This design comes from an exercise in tuning for small area on the open sky130 flow, not from production work.
Only simulation tests tie the RTL to the original design; equivalence was not proved.

Setup of the baseline:
## rx_frontend
module rx_frontend(
  input clk,
  input rst,
  input [5:0] rate,
  input [31:0] frequency,
  input signed [11:0] in_data,
  output reg out_strobe,
  output signed [15:0] out_I,
  output signed [15:0] out_Q
  );
Size: about 8000 cells after synthesis, roughly 85 I/O pins, about 0.089 sq mm of cells after synthesis.
Settings: LEC_CHECK=0, CAP_MARGIN=20, CORE_MARGIN=2, CORE_UTILIZATION=65, CTS_BUF_LIST=sky130_fd_sc_hd__clkbuf_8, CTS_CLUSTER_DIAMETER=80, CTS_CLUSTER_SIZE=16, SLEW_MARGIN=20; clock period 6.0 ns.
standard.sh (not shown) runs the stock make flow with config.mk's settings and CLKGATE_MAP_FILE= SYNTH_SCRIPT=/design/flow/synth_recipe.tcl, a recipe that flattens the netlist after the stock synthesis.
==> flow/flow/run.sh <==
#!/bin/bash
# The standard layout (the standard.sh, unchanged synthesis, floorplan,
# power grid and placement) with two changes: clock tree synthesis without
# dummy loads, and power recovery (downsizing gates off the critical paths)
# after global routing. Each run's full output goes to its own log here.
set -euo pipefail
bash standard.sh RECOVER_POWER=100 \
  "CTS_ARGS=-sink_clustering_enable -repair_clock_nets -sink_clustering_size 16 -sink_clustering_max_diameter 80 -buf_list sky130_fd_sc_hd__clkbuf_8 -dont_use_dummy_load" \
  finish > standard_flow.log 2>&1
The baseline ran in full, but the layout does not pass; the checks complain about max-capacitance violations, max-slew violations.
Here is what was changed in the inputs of the candidate compared with the baseline.
==> flow/run.sh (new file) <==
#!/bin/bash
# synth_recipe.tcl (not shown) runs the flow's synth.tcl, then flattens the netlist and writes it again
# the make line also repeats each setting of config.mk as NAME=value (left out here)
make -C /OpenROAD-flow-scripts/flow DESIGN_CONFIG=/design/flow/config.mk WORK_HOME=/design/flow/orfs CLKGATE_MAP_FILE= SYNTH_SCRIPT=/design/flow/synth_recipe.tcl finish
removed: flow/flow/run.sh
removed: flow/standard.sh
Findings:
- Post-synthesis to final-layout area growth: the candidate vs the baseline up 0.82 points
- The candidate vs. the baseline: core utilization went up by 0.53 points.
- The candidate was carried through to the last stage, and its layout satisfied the timing, design-rule and antenna checks.
- Completing all stages was not enough for the baseline: its layout failed the final checks because of max-capacitance violations, max-slew violations.
- Between the baseline and the candidate, the flow reports clock-buffer cell count increasing slightly.

* * *

Starting RTL as in the previous note.
Settings: LEC_CHECK=0, CAP_MARGIN=20, CORE_MARGIN=2, CORE_UTILIZATION=75, CTS_BUF_LIST=sky130_fd_sc_hd__clkbuf_8, CTS_CLUSTER_DIAMETER=80, CTS_CLUSTER_SIZE=16, SLEW_MARGIN=20; clock period 6.0 ns.
run.sh (not shown) runs the stock make flow with config.mk's settings and CLKGATE_MAP_FILE= SYNTH_SCRIPT=/design/flow/synth_recipe.tcl, a recipe that flattens the netlist after the stock synthesis.
Stock flow here: none of the scripts above is used.
Change:
- CORE_UTILIZATION: 75 -> 65
- CTS_BUF_LIST: sky130_fd_sc_hd__clkbuf_8 -> sky130_fd_sc_hd__clkbuf_16
- CTS_CLUSTER_DIAMETER: 80 -> 100
- CTS_CLUSTER_SIZE: 16 -> 28
Design area came out higher slightly.
Count of clock-buffer cells in the layout fell by 60.
Register-to-register slack gets better by 150 ps.
Non-clock buffer count increases by 1.
Core utilization is lower by 10 points.
Area after synthesis stays the same.
Via count shrinks by a few percent.
First-iteration DRC count came out lower by about a fifth.

* * *

Another version of the RTL of rx_frontend (not shown whole).
Size: ~1,900 flip-flops, ~89,000 um^2 of cells after synthesis.
export LEC_CHECK = 0
export CAP_MARGIN = 20
export CORE_MARGIN = 2
export CORE_UTILIZATION = 65
export CTS_BUF_LIST = sky130_fd_sc_hd__clkbuf_8
export CTS_CLUSTER_DIAMETER = 80
export CTS_CLUSTER_SIZE = 16
export SLEW_MARGIN = 20
create_clock -name core_clock -period 6.0 [get_ports {clk}]
Then changed:
CTS_BUF_LIST = sky130_fd_sc_hd__clkbuf_16   (was sky130_fd_sc_hd__clkbuf_8)
CTS_CLUSTER_DIAMETER = 100   (was 80)
CTS_CLUSTER_SIZE = 28   (was 16)
PLACE_DENSITY = 0.8   (was unset)
The changed run ran to the end with no violations; area after synthesis is unchanged; wire length went up by 2.0%; sequential share of layout area goes up by 0.14 points; worst setup slack improves by 0.059 ns; critical path depth does not change; core utilization fell by 0.23 points; cell count goes down by 1.2%; clock-buffer cell count went down by 64; fmax goes up by 1.0%.
Then changed:
CTS_BUF_LIST = sky130_fd_sc_hd__clkbuf_8   (was sky130_fd_sc_hd__clkbuf_16)
CTS_CLUSTER_DIAMETER = 80   (was 100)
CTS_CLUSTER_SIZE = 16   (was 28)
After rerunning: The changed run finished clean; worst hold slack gets worse by 0.0074 ns; die area is unchanged; via count goes up by 0.55%.

* * *

rx_frontend, a different RTL version from the one above (not shown whole).
Size: roughly 9100 cells after synthesis, ~1800 flip-flops, ~85 I/O pins, ~93000 µm² of cells after synthesis.
clock: 6.0 ns
lec_check: 0
cap_margin: 20
core_margin: 2
core_utilization: 65
cts_buf_list: sky130_fd_sc_hd__clkbuf_8
cts_cluster_diameter: 80
cts_cluster_size: 16
gpl_timing_driven: 0
slew_margin: 20
Next try:
- CORE_UTILIZATION: 65 -> 55
- CTS_BUF_LIST: sky130_fd_sc_hd__clkbuf_8 -> sky130_fd_sc_hd__clkbuf_16
- CTS_CLUSTER_DIAMETER: 80 -> 100
- CTS_CLUSTER_SIZE: 16 -> 24
- GPL_TIMING_DRIVEN: 0 -> unset
What happened: The new run finished with timing, DRC and antenna clean; cell count rises by 1.9%; core utilization drops by 11 points; synthesized area is unchanged; cell area barely changes; setup slack gets better by 0.10 ns; via count goes down by 2.0%.

* * *

Starting RTL as in the previous note.
make LEC_CHECK=0 CAP_MARGIN=20 CORE_MARGIN=2 CORE_UTILIZATION=55 CTS_BUF_LIST=sky130_fd_sc_hd__clkbuf_8 CTS_CLUSTER_DIAMETER=80 CTS_CLUSTER_SIZE=16 SLEW_MARGIN=20 finish   # period 6.0 ns
The starting point produced a clean layout.
Then changed:
Settings changed: CORE_UTILIZATION 55 to 65.
Outcome:
- die area went down by 15%
- clock-buffer cell count went down by 10
- critical path depth went up by 1
- setup slack is worse by 0.087 ns
- final cell count went down by 3.1%
- core utilization went up by 10 points
- cell area went down by 0.82%

re-timing with driven ports:
The results above use ideal ports. As a check the final layouts listed here were re-extracted and re-timed, cells and wires unchanged.
Step 1 assumes that a clkbuf_16 drives the clock port and a buf_2 every other input.
Step 2 moves the port delays by t, midway between the first and last clock arrival at a register: inputs arrive t later, outputs are due t later. That takes back most of the time a late clock gives input paths.
Slacks: no drivers / after step 1 / after step 2; pairs: no drivers / after step 1.
| run | t, ns | setup slack, ns | worst data-port slew with drivers (ns) |
|---|---|---|---|
| the baseline | 0.931 | 0.237 / 0.237 / 0.237 | 0.17 |
| the candidate | 0.988 | 0.308 / 0.308 / 0.308 | 0.17 |
| the first run of note 2 | 0.965 | 0.136 / 0.136 / 0.136 | 0.11 |
| the second run of note 2 | 0.786 | 0.291 / 0.291 / 0.291 | 0.17 |
| the first run of note 3 | 0.945 | 0.224 / 0.224 / 0.224 | 0.05 |
| the second run of note 3 | 0.802 | 0.283 / 0.283 / 0.283 | 0.07 |
| the third run of note 3 | 0.962 | 0.183 / 0.183 / 0.183 | 0.07 |
| the first run of note 4 | 0.941 | 0.227 / 0.227 / 0.227 | 0.05 |
| the second run of note 4 | 0.800 | 0.330 / 0.330 / 0.330 | 0.04 |
| the first run of note 5 | 0.976 | 0.384 / 0.384 / 0.384 | 0.04 |
| the second run of note 5 | 0.957 | 0.297 / 0.297 / 0.297 | 0.05 |
